From an optimization exercise on the open Yosys and OpenROAD flow, aimed at small area, a short achievable clock period and few clock cycles; shortcuts taken in it are not production practice. In this exercise RTL edits were held to simulation tests only and were not proved equivalent to the original.

north:
// riscv
module riscv (input  logic        clk, clr,
              input  logic [31:0] RD_instr, RD_data,
              output logic [31:0] PCF,
              output logic [31:0] ALUResultM, WriteDataM,
              output logic        MemWriteM,
              output logic [3:0]  byteEnable);
Size: about 1500 flip-flops, about 0.096 mm2 of cells after synthesis.
Settings: LEC_CHECK=0, CAP_MARGIN=20, CORE_MARGIN=2, CORE_UTILIZATION=45, SLEW_MARGIN=20, SYNTH_HIERARCHICAL=1; clock period 12.0 ns.
standard.sh (not shown) runs the stock make flow with config.mk's settings and CLKGATE_MAP_FILE= SYNTH_SCRIPT=/design/flow/synth_recipe.tcl, a recipe that flattens the netlist after the stock synthesis.
==> flow/flow/run.sh <==
#!/bin/bash
set -euo pipefail
R=orfs/results/sky130hd/riscv/base
DU="sky130_fd_sc_hd__probe_p_8 sky130_fd_sc_hd__probec_p_8 sky130_fd_sc_hd__lpflow_bleeder_1 sky130_fd_sc_hd__lpflow_clkbufkapwr_1 sky130_fd_sc_hd__lpflow_clkbufkapwr_16 sky130_fd_sc_hd__lpflow_clkbufkapwr_2 sky130_fd_sc_hd__lpflow_clkbufkapwr_4 sky130_fd_sc_hd__lpflow_clkbufkapwr_8 sky130_fd_sc_hd__lpflow_clkinvkapwr_1 sky130_fd_sc_hd__lpflow_clkinvkapwr_16 sky130_fd_sc_hd__lpflow_clkinvkapwr_2 sky130_fd_sc_hd__lpflow_clkinvkapwr_4 sky130_fd_sc_hd__lpflow_clkinvkapwr_8 sky130_fd_sc_hd__lpflow_decapkapwr_12 sky130_fd_sc_hd__lpflow_decapkapwr_3 sky130_fd_sc_hd__lpflow_decapkapwr_4 sky130_fd_sc_hd__lpflow_decapkapwr_6 sky130_fd_sc_hd__lpflow_decapkapwr_8 sky130_fd_sc_hd__lpflow_inputiso0n_1 sky130_fd_sc_hd__lpflow_inputiso0p_1 sky130_fd_sc_hd__lpflow_inputiso1n_1 sky130_fd_sc_hd__lpflow_inputiso1p_1 sky130_fd_sc_hd__lpflow_inputisolatch_1 sky130_fd_sc_hd__lpflow_isobufsrc_1 sky130_fd_sc_hd__lpflow_isobufsrc_16 sky130_fd_sc_hd__lpflow_isobufsrc_2 sky130_fd_sc_hd__lpflow_isobufsrc_4 sky130_fd_sc_hd__lpflow_isobufsrc_8 sky130_fd_sc_hd__lpflow_isobufsrckapwr_16 sky130_fd_sc_hd__lpflow_lsbuf_lh_hl_isowell_tap_1 sky130_fd_sc_hd__lpflow_lsbuf_lh_hl_isowell_tap_2 sky130_fd_sc_hd__lpflow_lsbuf_lh_hl_isowell_tap_4 sky130_fd_sc_hd__lpflow_lsbuf_lh_isowell_4 sky130_fd_sc_hd__lpflow_lsbuf_lh_isowell_tap_1 sky130_fd_sc_hd__lpflow_lsbuf_lh_isowell_tap_2 sky130_fd_sc_hd__lpflow_lsbuf_lh_isowell_tap_4 sky130_fd_sc_hd__clkdlybuf4s* sky130_fd_sc_hd__dlygate4sd* sky130_fd_sc_hd__dlymetal6s*"

bash standard.sh synth > std_synth.log 2>&1
cp $R/1_2_yosys.v std_1_2_yosys.v
cp orfs/logs/sky130hd/riscv/base/1_2_yosys.log std_1_2_yosys.log

sed "s|SYNTH_SCRIPT=[^ ]*|SYNTH_SCRIPT=$PWD/flow/synth_split.tcl|" standard.sh > split.sh
rm -f $R/1_2_yosys.v $R/1_2_yosys.sdc $R/1_synth.odb $R/1_synth.sdc
bash split.sh synth > split_synth.log 2>&1
python3 flow/regcheck.py std_1_2_yosys.v $R/1_2_yosys.v > regcheck.log 2>&1

bash split.sh SETUP_SLACK_MARGIN=7.5 "DONT_USE_CELLS=$DU" finish > layout.log 2>&1
Other scripts of this flow, unchanged in this note and not shown: flow/flow/regcheck.py, flow/flow/synth_split.tcl
north finished every step from synthesis to the final layout, and the layout passed the timing, DRC and antenna checks.
Testbench counts of north, summed over its fixed seeds: cycles 17,224.
Input changes introduced in south (baseline for comparison: north):
--- a/flow/design.v
+++ b/flow/design.v
@@ -1967,50 +1967,48 @@
     assign PCF = {pcF, 1'b0};
     always_ff @(posedge clk or posedge clr)
         if (clr)           pcF <= '0;
         else if (takeTgtF) pcF <= pcTgtF[31:1];
         else if (redirE)   pcF <= targetE[31:1];
         else if (!stallF)  pcF <= pcF + 31'd1 + 31'd1;
     wire [31:0] iF   = RD_instr;
     wire [4:0]  op   = iF[6:2];
     wire [2:0]  f3   = iF[14:12];
     wire [4:0]  rdF  = iF[11:7];
     wire [4:0]  rs1F = iF[19:15];
     wire [4:0]  rs2F = iF[24:20];
-    wire isAluC  = op[2] & ~op[0];
-    wire isUpper = op[2] & op[0];
-    wire isLUI   = isUpper & op[3];
-    wire isAUIPC = isUpper & ~op[3];
-    wire isJAL   = op[4] & op[1];
-    wire isJALR  = op[4] & op[0] & ~op[1];
-    wire isBr    = op[4] & ~op[0];
-    wire isLd    = ~op[4] & ~op[3] & ~op[2];
-    wire isSt    = ~op[4] & op[3] & ~op[2];
-    wire isOpI   = isAluC & ~op[3];
-    wire isOp    = isAluC & op[3];
+    wire isLUI   = op == 5'b01101;
+    wire isAUIPC = op == 5'b00101;
+    wire isJAL   = op == 5'b11011;
+    wire isJALR  = op == 5'b11001;
+    wire isBr    = op == 5'b11000;
+    wire isLd    = op == 5'b00000;
+    wire isSt    = op == 5'b01000;
+    wire isOpI   = op == 5'b00100;
+    wire isOp    = op == 5'b01100;
     wire isMul   = isOp & iF[25];
-    wire isAlu   = isAluC & ~(op[3] & iF[25]);
-    wire writesRd = ~isBr & ~isSt;
+    wire isAlu   = isOpI | isOp & ~iF[25];
+    wire writesRd = isLUI | isAUIPC | isJAL | isJALR | isLd | isOpI | isOp;
     wire useRs1   = ~op[0] | ~op[2] & ~op[1];
     wire useRs2   = op[3] & ~op[0];
     wire [31:0] immI = {{20{iF[31]}}, iF[31:20]};
     wire [31:0] immS = {{20{iF[31]}}, iF[31:25], iF[11:7]};
     wire [31:0] immB = {{20{iF[31]}}, iF[7], iF[30:25], iF[11:8], 1'b0};
     wire [31:0] immJ = {{12{iF[31]}}, iF[19:12], iF[20], iF[30:21], 1'b0};
     wire [31:0] immU = {iF[31:12], 12'b0};
     assign predF  = isJAL | isBr & iF[31];
     assign pcTgtF = {pcF, 1'b0} + (iF[3] ? immJ : immB);
     assign takeTgtF = predF & ~stallF & ~redirE;
     wire [31:0] immF = (isLUI | isAUIPC) ? immU : predF ? 32'd4 : isBr ? immB : isSt ? immS : immI;
-    wire subF   = isAluC & (op[3] & iF[30] & (f3 == 3'b000) | f3[2:1] == 2'b01);
+    wire subF   = isOp & iF[30] & (f3 == 3'b000) | (isAlu & f3[2:1] == 2'b01);
     wire selAdd = isAlu & (f3 == 3'b000) | isLd | isSt;
     wire selSlt = isAlu & (f3[2:1] == 2'b01);
     wire selSh  = isAlu & (f3[1:0] == 2'b01);
     wire selXor = isAlu & (f3 == 3'b100);
     wire selOr  = isAlu & (f3 == 3'b110);
     wire selAnd = isAlu & (f3 == 3'b111);
     wire bImm   = isOpI | isLd | isSt | isJALR;
     logic [31:0] regs [31:1];
     logic        regwW;
     logic [4:0]  rdW;
     logic [31:0] resW;
     logic [31:1] wdec;
Worst-case hold slack down 0.028 ns in south wrt north
Post-place instance area: south vs north, no meaningful difference
Any difference in area fraction in compound gates after synthesis between north and south is small enough to ignore.
Between north and south, the difference in area after synthesis is negligible.
From north to south the numbers moved as follows: cell count neither gained nor lost much, worst setup slack saw an increase, clock-buffer cell count down 24.
Testbench counts of south, summed over its fixed seeds: cycles 17,224.

* * *

before:
riscv again, from the RTL that the note above started with.
==> flow/config.mk <==
export PLATFORM = sky130hd
export DESIGN_NAME = riscv
export DESIGN_NICKNAME = riscv
export VERILOG_FILES = /design/flow/design.v
export SDC_FILE = /design/flow/constraint.sdc
export NUM_CORES = 8
export LEC_CHECK = 0
export CAP_MARGIN = 20
export CORE_MARGIN = 2
export CORE_UTILIZATION = 45
export SLEW_MARGIN = 20
export SYNTH_HIERARCHICAL = 1
==> flow/constraint.sdc <==
create_clock -name core_clock -period 12.0 [get_ports {clk}]
set_input_delay 2.4000 -clock core_clock [delete_from_list [all_inputs] [get_ports {clk}]]
set_output_delay 2.4000 -clock core_clock [all_outputs]
set_load 0.01 [all_outputs]
==> flow/flow/run.sh <==
#!/bin/bash
set -euo pipefail
R=orfs/results/sky130hd/riscv/base
DU="sky130_fd_sc_hd__probe_p_8 sky130_fd_sc_hd__probec_p_8 sky130_fd_sc_hd__lpflow_bleeder_1 sky130_fd_sc_hd__lpflow_clkbufkapwr_1 sky130_fd_sc_hd__lpflow_clkbufkapwr_16 sky130_fd_sc_hd__lpflow_clkbufkapwr_2 sky130_fd_sc_hd__lpflow_clkbufkapwr_4 sky130_fd_sc_hd__lpflow_clkbufkapwr_8 sky130_fd_sc_hd__lpflow_clkinvkapwr_1 sky130_fd_sc_hd__lpflow_clkinvkapwr_16 sky130_fd_sc_hd__lpflow_clkinvkapwr_2 sky130_fd_sc_hd__lpflow_clkinvkapwr_4 sky130_fd_sc_hd__lpflow_clkinvkapwr_8 sky130_fd_sc_hd__lpflow_decapkapwr_12 sky130_fd_sc_hd__lpflow_decapkapwr_3 sky130_fd_sc_hd__lpflow_decapkapwr_4 sky130_fd_sc_hd__lpflow_decapkapwr_6 sky130_fd_sc_hd__lpflow_decapkapwr_8 sky130_fd_sc_hd__lpflow_inputiso0n_1 sky130_fd_sc_hd__lpflow_inputiso0p_1 sky130_fd_sc_hd__lpflow_inputiso1n_1 sky130_fd_sc_hd__lpflow_inputiso1p_1 sky130_fd_sc_hd__lpflow_inputisolatch_1 sky130_fd_sc_hd__lpflow_isobufsrc_1 sky130_fd_sc_hd__lpflow_isobufsrc_16 sky130_fd_sc_hd__lpflow_isobufsrc_2 sky130_fd_sc_hd__lpflow_isobufsrc_4 sky130_fd_sc_hd__lpflow_isobufsrc_8 sky130_fd_sc_hd__lpflow_isobufsrckapwr_16 sky130_fd_sc_hd__lpflow_lsbuf_lh_hl_isowell_tap_1 sky130_fd_sc_hd__lpflow_lsbuf_lh_hl_isowell_tap_2 sky130_fd_sc_hd__lpflow_lsbuf_lh_hl_isowell_tap_4 sky130_fd_sc_hd__lpflow_lsbuf_lh_isowell_4 sky130_fd_sc_hd__lpflow_lsbuf_lh_isowell_tap_1 sky130_fd_sc_hd__lpflow_lsbuf_lh_isowell_tap_2 sky130_fd_sc_hd__lpflow_lsbuf_lh_isowell_tap_4 sky130_fd_sc_hd__clkdlybuf4s* sky130_fd_sc_hd__dlygate4sd* sky130_fd_sc_hd__dlymetal6s* sky130_fd_sc_hd__a2111oi_0 sky130_fd_sc_hd__a21boi_0 sky130_fd_sc_hd__and2_0 sky130_fd_sc_hd__einvn_0 sky130_fd_sc_hd__o21ai_0 sky130_fd_sc_hd__o311ai_0 sky130_fd_sc_hd__or2_0"

bash standard.sh synth > std_synth.log 2>&1
cp $R/1_2_yosys.v std_1_2_yosys.v
cp orfs/logs/sky130hd/riscv/base/1_2_yosys.log std_1_2_yosys.log

sed "s|SYNTH_SCRIPT=[^ ]*|SYNTH_SCRIPT=$PWD/flow/synth_split.tcl|" standard.sh > split.sh
rm -f $R/1_2_yosys.v $R/1_2_yosys.sdc $R/1_synth.odb $R/1_synth.sdc
bash split.sh "DONT_USE_CELLS=$DU" synth > split_synth.log 2>&1
python3 flow/regcheck.py std_1_2_yosys.v $R/1_2_yosys.v > regcheck.log 2>&1

bash split.sh SETUP_SLACK_MARGIN=7.5 "DONT_USE_CELLS=$DU" finish > layout.log 2>&1
Other scripts of this flow, unchanged in this note and not shown: flow/flow/regcheck.py, flow/flow/synth_split.tcl
before: full flow OK, the timing, DRC and antenna checks passed
Testbench counts of before, summed over its fixed seeds: cycles 17,224.
### before -> after
diff --git a/flow/design.v b/flow/design.v
--- a/flow/design.v
+++ b/flow/design.v
@@ -1970,44 +1970,42 @@
         else if (takeTgtF) pcF <= pcTgtF[31:1];
         else if (redirE)   pcF <= targetE[31:1];
         else if (!stallF)  pcF <= pcF + 31'd1 + 31'd1;
     wire [31:0] iF   = RD_instr;
     wire [4:0]  op   = iF[6:2];
     wire [2:0]  f3   = iF[14:12];
     wire [4:0]  rdF  = iF[11:7];
     wire [4:0]  rs1F = iF[19:15];
     wire [4:0]  rs2F = iF[24:20];
-    wire isAluC  = op[2] & ~op[0];
-    wire isUpper = op[2] & op[0];
-    wire isLUI   = isUpper & op[3];
-    wire isAUIPC = isUpper & ~op[3];
-    wire isJAL   = op[4] & op[1];
-    wire isJALR  = op[4] & op[0] & ~op[1];
-    wire isBr    = op[4] & ~op[0];
-    wire isLd    = ~op[4] & ~op[3] & ~op[2];
-    wire isSt    = ~op[4] & op[3] & ~op[2];
-    wire isOpI   = isAluC & ~op[3];
-    wire isOp    = isAluC & op[3];
+    wire isLUI   = op == 5'b01101;
+    wire isAUIPC = op == 5'b00101;
+    wire isJAL   = op == 5'b11011;
+    wire isJALR  = op == 5'b11001;
+    wire isBr    = op == 5'b11000;
+    wire isLd    = op == 5'b00000;
+    wire isSt    = op == 5'b01000;
+    wire isOpI   = op == 5'b00100;
+    wire isOp    = op == 5'b01100;
     wire isMul   = isOp & iF[25];
-    wire isAlu   = isAluC & ~(op[3] & iF[25]);
-    wire writesRd = ~isBr & ~isSt;
+    wire isAlu   = isOpI | isOp & ~iF[25];
+    wire writesRd = isLUI | isAUIPC | isJAL | isJALR | isLd | isOpI | isOp;
     wire useRs1   = ~op[0] | ~op[2] & ~op[1];
     wire useRs2   = op[3] & ~op[0];
     wire [31:0] immI = {{20{iF[31]}}, iF[31:20]};
     wire [31:0] immS = {{20{iF[31]}}, iF[31:25], iF[11:7]};
     wire [31:0] immB = {{20{iF[31]}}, iF[7], iF[30:25], iF[11:8], 1'b0};
     wire [31:0] immJ = {{12{iF[31]}}, iF[19:12], iF[20], iF[30:21], 1'b0};
     wire [31:0] immU = {iF[31:12], 12'b0};
     assign predF  = isJAL | isBr & iF[31];
     assign pcTgtF = {pcF, 1'b0} + (iF[3] ? immJ : immB);
     assign takeTgtF = predF & ~stallF & ~redirE;
     wire [31:0] immF = (isLUI | isAUIPC) ? immU : predF ? 32'd4 : isBr ? immB : isSt ? immS : immI;
-    wire subF   = isAluC & (op[3] & iF[30] & (f3 == 3'b000) | f3[2:1] == 2'b01);
+    wire subF   = isOp & iF[30] & (f3 == 3'b000) | (isAlu & f3[2:1] == 2'b01);
     wire selAdd = isAlu & (f3 == 3'b000) | isLd | isSt;
     wire selSlt = isAlu & (f3[2:1] == 2'b01);
     wire selSh  = isAlu & (f3[1:0] == 2'b01);
     wire selXor = isAlu & (f3 == 3'b100);
     wire selOr  = isAlu & (f3 == 3'b110);
     wire selAnd = isAlu & (f3 == 3'b111);
     wire bImm   = isOpI | isLd | isSt | isJALR;
     logic [31:0] regs [31:1];
     logic        regwW;
[summary]
flop to flop as the class of the most critical setup path was reported by after, and input port to flop by before.
Re global-route usage: before and after aren't equal, and the lower value belongs to after.
Higher clock latency reported for the late side of the worst-skew pair was reported by before, not after.
Post-synthesis cell type count (after / before): 1.06
after vs. before: iteration count of the initial detailed-routing pass went down by 1.
before and after ended up with nearly the same count of multi-input gates.
When after is measured against before, its number of antenna cells inserted turns out 4 lower.
Compare before and after | clock buffer count higher: before
after vs before, worst setup path startpoint: fBWE vs RD_instr[15]
In terms of synthesized-area fraction occupied by ao, oa, aoi and oai cells, before and after differ only marginally.
Diff before -> after | global placer's final weighted congestion | down by a few percent
Testbench counts of after, summed over its fixed seeds: cycles 17,224.

-- separate check: timing with driven ports --
No port has a modelled driver above. Below, the same layouts with a new extraction and two added sets of constraints. Step 1, drivers: a clkbuf_16 drives clk and a buf_2 each remaining input, both assumed. Step 2 times the ports against the registers' clock, not the clock port: input delays grow and output delays shrink by t, the midpoint of the rising clock arrivals with the driver on. Slacks: ideal / step 1 / step 2; pairs: ideal / step 1.
| run | t, ns | slack for setup (ns) | cell pins on the clock port's net |
|---|---|---|---|
| north | 0.932 | 7.266 / 7.266 / 6.432 | 1 |
| south | 0.924 | 7.359 / 7.293 / 6.369 | 1 |
| before | 0.953 | 7.368 / 7.375 / 6.491 | 1 |
| after | 0.935 | 6.893 / 6.893 / 6.479 | 1 |
After both steps every run listed still meets setup and hold. The setup slack of south, which loses most, moves by -0.066 ns with the drivers and by -0.990 ns with both steps.
